Context: an optimization exercise on an open-source flow, tuned for small area, a short achievable clock period and few clock cycles. The choices shown serve that exercise and are no tape-out recipe.
Where RTL was checked, it was by simulation tests only, not by an equivalence proof against the original.
Power and IR drop assume default switching activity.

==> job 7368 <==
## AtomBones
 module AtomBones
(
    input   wire    clk_i,
    input   wire    rst_i,
    output  wire    [31:0]  imem_addr_o,     
    input   wire    [31:0]  imem_data_i,     
    output  wire            imem_valid_o,    
    input   wire            imem_ack_i,      
    output  wire    [31:0]  dmem_addr_o,     
    input   wire    [31:0]  dmem_data_i,     
    output  wire    [31:0]  dmem_data_o,     
    output  wire    [3:0]   dmem_sel_o,      
    output  wire            dmem_we_o,       
    output  wire            dmem_valid_o,    
    input   wire            dmem_ack_i       
);
    AtomRV atom_core
    (
        .clk_i          (clk_i),   
        .rst_i          (rst_i),   
        .imem_addr_o    (imem_addr_o),   
        .imem_data_i    (imem_data_i),   
        .imem_valid_o   (imem_valid_o),   
        .imem_ack_i     (imem_ack_i),   
        .dmem_addr_o    (dmem_addr_o),   
        .dmem_data_i    (dmem_data_i),   
        .dmem_data_o    (dmem_data_o),   
        .dmem_sel_o     (dmem_sel_o),   
        .dmem_we_o      (dmem_we_o),   
        .dmem_valid_o   (dmem_valid_o),   
        .dmem_ack_i     (dmem_ack_i)
    );
endmodule
Settings: LEC_CHECK=0, CAP_MARGIN=30, CORE_MARGIN=2, CORE_UTILIZATION=45, GPL_TIMING_DRIVEN=0, SLEW_MARGIN=20, SYNTH_HIERARCHICAL=1, SYNTH_MINIMUM_KEEP_SIZE=0; clock period 135.0 ns.
standard.sh (not shown) runs the stock make flow with config.mk's settings and CLKGATE_MAP_FILE= SYNTH_SCRIPT=/design/flow/synth_recipe.tcl, a recipe that flattens the netlist after the stock synthesis.
==> flow/flow/run.sh <==
#!/bin/bash
# Layout flow: the standard flow (standard.sh) with repair_timing asked to
# work the paths to and from the ports down to a 28.6 ns period (setup
# margin 106.4 ns at the 135 ns clock), no gate cloning, faster port
# buffers, and a clock tree of smaller buffers without dummy loads.
# Tool output goes to standard.log here.
bash standard.sh SETUP_SLACK_MARGIN=106.4 SKIP_GATE_CLONING=1 \
  "BUFFER_PORTS_ARGS=-buffer_cell sky130_fd_sc_hd__buf_2" \
  "CTS_ARGS=-sink_clustering_enable -repair_clock_nets -dont_use_dummy_load -buf_list {sky130_fd_sc_hd__clkbuf_4 sky130_fd_sc_hd__clkbuf_8}" \
  finish > standard.log 2>&1
==> inputs of job 7207, as changes to job 7368 <==
--- a/flow/design.v
+++ b/flow/design.v
@@ -216,33 +216,27 @@
             3'b110:  result_o = a_i | b_i;
             default: result_o = a_i & b_i;
         endcase
     end
 endmodule
-module MdBoothCell (input wire one, two, ng, a, am1, output wire y);
-    assign y = ((one & a) | (two & am1)) ^ ng;
-endmodule
 module MulDiv
 (
     input   wire            clk_i,
     input   wire            rst_i,
     input   wire    [31:0]  a_i,         
     input   wire    [31:0]  b_i,         
     input   wire    [2:0]   f3_i,        
     input   wire            go_i,        
     output  wire            done_o,      
     output  wire    [31:0]  res_o,
-    input   wire    [31:0]  p_i,
-    input   wire    [31:0]  q_i,
-    output  wire    [31:0]  q_o,         
     output  wire    [31:0]  sh_x_o,      
     output  wire    [4:0]   sh_s_o,
     input   wire    [31:0]  sh_y_i
 );
     reg         act;         
-    wire [31:0] P = p_i;     
-    wire [31:0] Q = q_i;     
+    reg [31:0]  P;           
+    reg [31:0]  Q;           
     reg [31:0]  Bs;          
     reg [5:0]   cnt;         
     wire first  = ~act;
     wire is_div = f3_i[2];
     wire is_mul   = (f3_i[1:0] == 2'b00);
@@ -275,22 +269,18 @@
     generate
         for (gj = 0; gj < 4; gj = gj + 1) begin : booth
             wire b2 = g[2*gj+2];
             wire b1 = g[2*gj+1];
             wire b0 = g[2*gj];
-            wire bone = b1 ^ b0;
-            wire btwo = (b2 & ~b1 & ~b0) | (~b2 & b1 & b0);
-            wire bng = b2 & ~(b1 & b0);
-            wire [33:0] mx;
-            wire [34:0] ae = {A33[32], A33, 1'b0};
-            genvar gb;
-            for (gb = 0; gb < 34; gb = gb + 1) begin : sel
-                MdBoothCell u (.one(bone), .two(btwo), .ng(bng), .a(ae[gb+1]), .am1(ae[gb]), .y(mx[gb]));
-            end
+            wire one = b1 ^ b0;
+            wire two = (b2 & ~b1 & ~b0) | (~b2 & b1 & b0);
+            wire ng  = b2 & ~(b1 & b0);
+            wire [33:0] m  = one ? {A33[32], A33} : (two ? {A33, 1'b0} : 34'd0);
+            wire [33:0] mx = m ^ {34{ng}};
             wire [39:0] e  = {{6{mx[33]}}, mx};
             assign pp[gj]   = e << (2 * gj);
-            assign pneg[gj] = bng;
+            assign pneg[gj] = ng;
         end
     endgenerate
     wire [39:0] X = first  ? 40'd0 :
                     is_mul ? {8'd0, P[23:0], 8'd0} :
                              {{8{P[31]}}, P};
@@ -303,16 +293,11 @@
     assign s3 = s1 ^ c1 ^ s2;
     assign c3 = {((s1 & c1) | (s2 & (s1 ^ c1))), 1'b0};
     assign s4 = s3 ^ c3 ^ c2;
     assign c4 = {((s3 & c3) | (c2 & (s3 ^ c3))), 1'b0};
     wire [39:0] S;
-    wire        clo;
-    wire [19:0] shi0, shi1;
-    RcAdd #(.W(20)) mfl  (.a_i(s4[19:0]),  .b_i(c4[19:0]),  .c_i(1'b0), .s_o(S[19:0]), .c_o(clo));
-    RcAdd #(.W(20)) mfh0 (.a_i(s4[39:20]), .b_i(c4[39:20]), .c_i(1'b0), .s_o(shi0), .c_o());
-    RcAdd #(.W(20)) mfh1 (.a_i(s4[39:20]), .b_i(c4[39:20]), .c_i(1'b1), .s_o(shi1), .c_o());
-    assign S[39:20] = clo ? shi1 : shi0;
+    RcAdd #(.W(40)) mfin (.a_i(s4), .b_i(c4), .c_i(1'b0), .s_o(S), .c_o());
     wire        noshift  = is_mul | (didx == 3'd4);
     wire        mul_done = is_mul ? (didx == 3'd0) : ((didx == 3'd3) & ~corr) | (didx == 3'd4);
     wire [31:0] mul_res  = noshift ? S[31:0] : S[39:8];
     wire [2:0]  mul_cnt  = is_mul ? didx - 3'd1 : didx + 3'd1;
     wire sgn = ~f3_i[0];
@@ -375,29 +360,33 @@
     wire [5:0] cnt_dec = cnt - (two ? 6'd2 : 6'd1);
     wire div_done = first ? (bz | a_lt_b) : (fix | (~two | (cnt == 6'd2)) & ~neg);
     wire [31:0] div_res = first ? ((rem | ~bz) ? (rem ? a_i : 32'd0) : 32'hffffffff)
                                 : (fix ? nout : raw);
     assign done_o = is_div ? div_done : mul_done;
-    assign res_o  = is_div ? (div_done ? div_res : (first ? amag : Rn)) : mul_res;
-    assign q_o    = first ? 32'd0 : Qn;
+    assign res_o  = is_div ? div_res : mul_res;
     always @(posedge clk_i) begin
         if (rst_i)
             act <= 1'b0;
         else if (go_i)
             act <= ~done_o;
     end
     always @(posedge clk_i) begin
         if (go_i) begin
             if (is_div) begin
                 if (first) begin
+                    P   <= amag;
+                    Q   <= 32'd0;
                     Bs  <= sh_y_i;
                     cnt <= s6 + 6'd1;
                 end else begin
+                    P   <= Rn;
+                    Q   <= Qn;
                     Bs  <= {2'b00, Bs[31:2]};
                     cnt <= cnt_dec;
                 end
             end else begin
+                P   <= mul_res;
                 cnt <= {3'd0, mul_cnt};
             end
         end
     end
 endmodule
@@ -456,13 +445,11 @@
     reg         m_load;
     reg  [31:0] m_addr;
     reg  [31:0] m_data;      
     reg  [3:0]  m_sel;
     reg  [4:0]  m_rd;
-    reg  [3:0]  m_lb0;
-    reg         m_l1w, m_l1h, m_lhi;
-    reg  [3:0]  m_ssel;
+    reg  [2:0]  m_f3;
     wire [4:0]  rd, rs1, rs2;
     wire [2:0]  f3;
     wire        is_lui, is_auipc, is_jal, is_jalr, is_br, is_ld, is_st, is_op, is_md, is_sys;
     wire        rd_we, use1, use2, sub, sra;
     wire [31:0] imm, bimm;
@@ -490,11 +477,11 @@
         .sra_o      (sra),
         .imm_o      (imm),
         .bimm_o     (bimm)
     );
     wire [31:0] rf1, rf2;
-    wire [31:0] ld_val;
+    reg  [31:0] ld_val;
     wire        rf_we = m_wen;
     wire [31:0] rf_wd = m_load ? ld_val : m_data;
     RegisterFile rf
     (
         .Clk_i      (clk_i),
@@ -524,11 +511,10 @@
     wire [31:0] alu_res, sum, shift_out;
     wire        eq, lt, ltu;
     wire [31:0] md_sh_x;
     wire [4:0]  md_sh_s;
     wire [31:0] md_res;
-    wire [31:0] md_q;
     Alu alu
     (
         .a_i        (op_a),
         .b_i        (op_b),
         .sub_i      (sub),
@@ -552,13 +538,10 @@
         .b_i        (rs2v),
         .f3_i       (f3),
         .go_i       (md_go),
         .done_o     (md_done),
         .res_o      (md_res),
-        .p_i        (m_data),
-        .q_i        (m_addr),
-        .q_o        (md_q),
         .sh_x_o     (md_sh_x),
         .sh_s_o     (md_sh_s),
         .sh_y_i     (shift_out)
     );
     wire [31:2] tsum;
@@ -585,23 +568,10 @@
         else if (is_md)
             ex_res = md_res;
         else
             ex_res = alu_res;
     end
-    reg [3:0] ld_lb0, ld_ssel;
-    always @(*) begin
-        case (f3[1:0])
-            2'b00:   ld_lb0 = 4'b0001 << sum[1:0];
-            2'b01:   ld_lb0 = sum[1] ? 4'b0100 : 4'b0001;
-            default: ld_lb0 = 4'b0001;
-        endcase
-        case ({f3[2], f3[1:0]})
-            3'b000:  ld_ssel = 4'b0001 << sum[1:0];
-            3'b001:  ld_ssel = sum[1] ? 4'b1000 : 4'b0010;
-            default: ld_ssel = 4'b0000;
-        endcase
-    end
     reg [3:0] st_sel;
     always @(*) begin
         case (f3[1:0])
             2'b00:   st_sel = 4'b0001 << sum[1:0];
             2'b01:   st_sel = sum[1] ? 4'b1100 : 4'b0011;
@@ -672,33 +642,32 @@
     end
     always @(posedge clk_i) begin
         if (mem_free) begin
             m_we   <= is_st;
             m_load <= is_ld;
-            m_addr <= is_md ? md_q : sum;
+            m_addr <= sum;
             m_data <= ex_res;
             m_sel  <= st_sel;
             m_rd   <= rd;
-            m_lb0  <= ld_lb0;
-            m_l1w  <= f3[1] | (f3[0] & ~sum[1]);
-            m_l1h  <= ~f3[1] & f3[0] & sum[1];
-            m_lhi  <= f3[1];
-            m_ssel <= ld_ssel;
+            m_f3   <= f3;
         end
     end
     assign dmem_valid_o = m_v;
     assign dmem_we_o    = m_we;
     assign dmem_addr_o  = {m_addr[31:2], 2'b00};
     assign dmem_sel_o   = m_sel;
     assign dmem_data_o  = m_data;
-    wire [31:0] d = dmem_data_i;
-    wire        ld_sign = |(m_ssel & {d[31], d[23], d[15], d[7]});
-    wire [7:0]  ld_b0 = ({8{m_lb0[0]}} & d[7:0])   | ({8{m_lb0[1]}} & d[15:8]) |
-                        ({8{m_lb0[2]}} & d[23:16]) | ({8{m_lb0[3]}} & d[31:24]);
-    wire [7:0]  ld_b1 = m_l1w ? d[15:8] : (m_l1h ? d[31:24] : {8{ld_sign}});
-    wire [15:0] ld_hi = m_lhi ? d[31:16] : {16{ld_sign}};
-    assign ld_val = {ld_hi, ld_b1, ld_b0};
+    wire [7:0]  ld_b = m_addr[1] ? (m_addr[0] ? dmem_data_i[31:24] : dmem_data_i[23:16])
+                                 : (m_addr[0] ? dmem_data_i[15:8]  : dmem_data_i[7:0]);
+    wire [15:0] ld_h = m_addr[1] ? dmem_data_i[31:16] : dmem_data_i[15:0];
+    always @(*) begin
+        case (m_f3[1:0])
+            2'b00:   ld_val = {{24{~m_f3[2] & ld_b[7]}}, ld_b};
+            2'b01:   ld_val = {{16{~m_f3[2] & ld_h[15]}}, ld_h};
+            default: ld_val = dmem_data_i;
+        endcase
+    end
 endmodule
 `default_nettype none
  module AtomBones
 (
     input   wire    clk_i,
==> flow/run.sh (new file) <==
#!/bin/bash
# synth_recipe.tcl (not shown) runs the flow's synth.tcl, then flattens the netlist and writes it again
# the make line also repeats each setting of config.mk as NAME=value (left out here)
make -C /OpenROAD-flow-scripts/flow DESIGN_CONFIG=/design/flow/config.mk WORK_HOME=/design/flow/orfs CLKGATE_MAP_FILE= SYNTH_SCRIPT=/design/flow/synth_recipe.tcl finish
Settings changed: CORE_UTILIZATION 45 to 75, GPL_TIMING_DRIVEN 0 to not set.
removed: flow/flow/run.sh
removed: flow/standard.sh
==> inputs of job 8067, as changes to job 7368 <==
--- a/flow/design.v
+++ b/flow/design.v
@@ -216,13 +216,10 @@
             3'b110:  result_o = a_i | b_i;
             default: result_o = a_i & b_i;
         endcase
     end
 endmodule
-module MdBoothCell (input wire one, two, ng, a, am1, output wire y);
-    assign y = ((one & a) | (two & am1)) ^ ng;
-endmodule
 module MulDiv
 (
     input   wire            clk_i,
     input   wire            rst_i,
     input   wire    [31:0]  a_i,         
@@ -275,22 +272,18 @@
     generate
         for (gj = 0; gj < 4; gj = gj + 1) begin : booth
             wire b2 = g[2*gj+2];
             wire b1 = g[2*gj+1];
             wire b0 = g[2*gj];
-            wire bone = b1 ^ b0;
-            wire btwo = (b2 & ~b1 & ~b0) | (~b2 & b1 & b0);
-            wire bng = b2 & ~(b1 & b0);
-            wire [33:0] mx;
-            wire [34:0] ae = {A33[32], A33, 1'b0};
-            genvar gb;
-            for (gb = 0; gb < 34; gb = gb + 1) begin : sel
-                MdBoothCell u (.one(bone), .two(btwo), .ng(bng), .a(ae[gb+1]), .am1(ae[gb]), .y(mx[gb]));
-            end
+            wire one = b1 ^ b0;
+            wire two = (b2 & ~b1 & ~b0) | (~b2 & b1 & b0);
+            wire ng  = b2 & ~(b1 & b0);
+            wire [33:0] m  = one ? {A33[32], A33} : (two ? {A33, 1'b0} : 34'd0);
+            wire [33:0] mx = m ^ {34{ng}};
             wire [39:0] e  = {{6{mx[33]}}, mx};
             assign pp[gj]   = e << (2 * gj);
-            assign pneg[gj] = bng;
+            assign pneg[gj] = ng;
         end
     endgenerate
     wire [39:0] X = first  ? 40'd0 :
                     is_mul ? {8'd0, P[23:0], 8'd0} :
                              {{8{P[31]}}, P};
Settings changed: GPL_TIMING_DRIVEN 0 to not set.
==> summary of the runs <==
- Job 7368 went through all stages and came out clean. Job 8067 passed the timing, DRC and antenna checks. Job 7207 stopped in global routing (5_1_grt), error GRT-0116.
- Power: job 7368 is larger than job 8067 (1.8%).
- Design area: job 8067 is lower than job 7368 (5.0%).
- Of job 7368 and job 8067, job 7368 has the higher utilization (gap 2.7 points).
- In sequential cell count, job 7368 and job 8067 do not differ.
- Count of clock-buffer cells in the layout: job 7368 is lower than job 8067 (5).
- Of job 8067 and job 7368, job 8067 has the higher clock power (gap about 2%, measured against job 7368).
Testbench counts of job 7368, summed over its fixed seeds: cycles 515,098.
Testbench counts of job 8067, summed over its fixed seeds: cycles 515,098.
Only the layout flow was run in job 7207; the RTL was not checked for function there.

[what the ideal ports hide]
The results above use ideal ports. As a check the final layouts listed here were re-extracted and re-timed, cells and wires unchanged.
Step 1, drivers: a clkbuf_16 drives clk_i and a buf_2 each remaining input, both assumed.
Step 2 moves the port delays by t, midway between the first and last clock arrival at a register: inputs arrive t later, outputs are due t later. That takes back most of the time a late clock gives input paths.
Three values: ideal ports, drivers, drivers and shift; two values: the first two.
| run | t (ns) | setup WS [ns] | worst setup path after step 2 | clock arrival spread, ns |
|---|---|---|---|---|
| job 7368 | 1.018 | 106.197 / 106.108 / 105.495 | input to register | 0.221 / 0.221 |
| job 8067 | 1.013 | 106.221 / 106.141 / 105.458 | input to register | 0.266 / 0.266 |
After both steps setup and hold are still met in every run listed. For job 8067, which loses most, drivers alone change the setup slack by -0.080 ns; drivers and shift together by -0.763 ns.
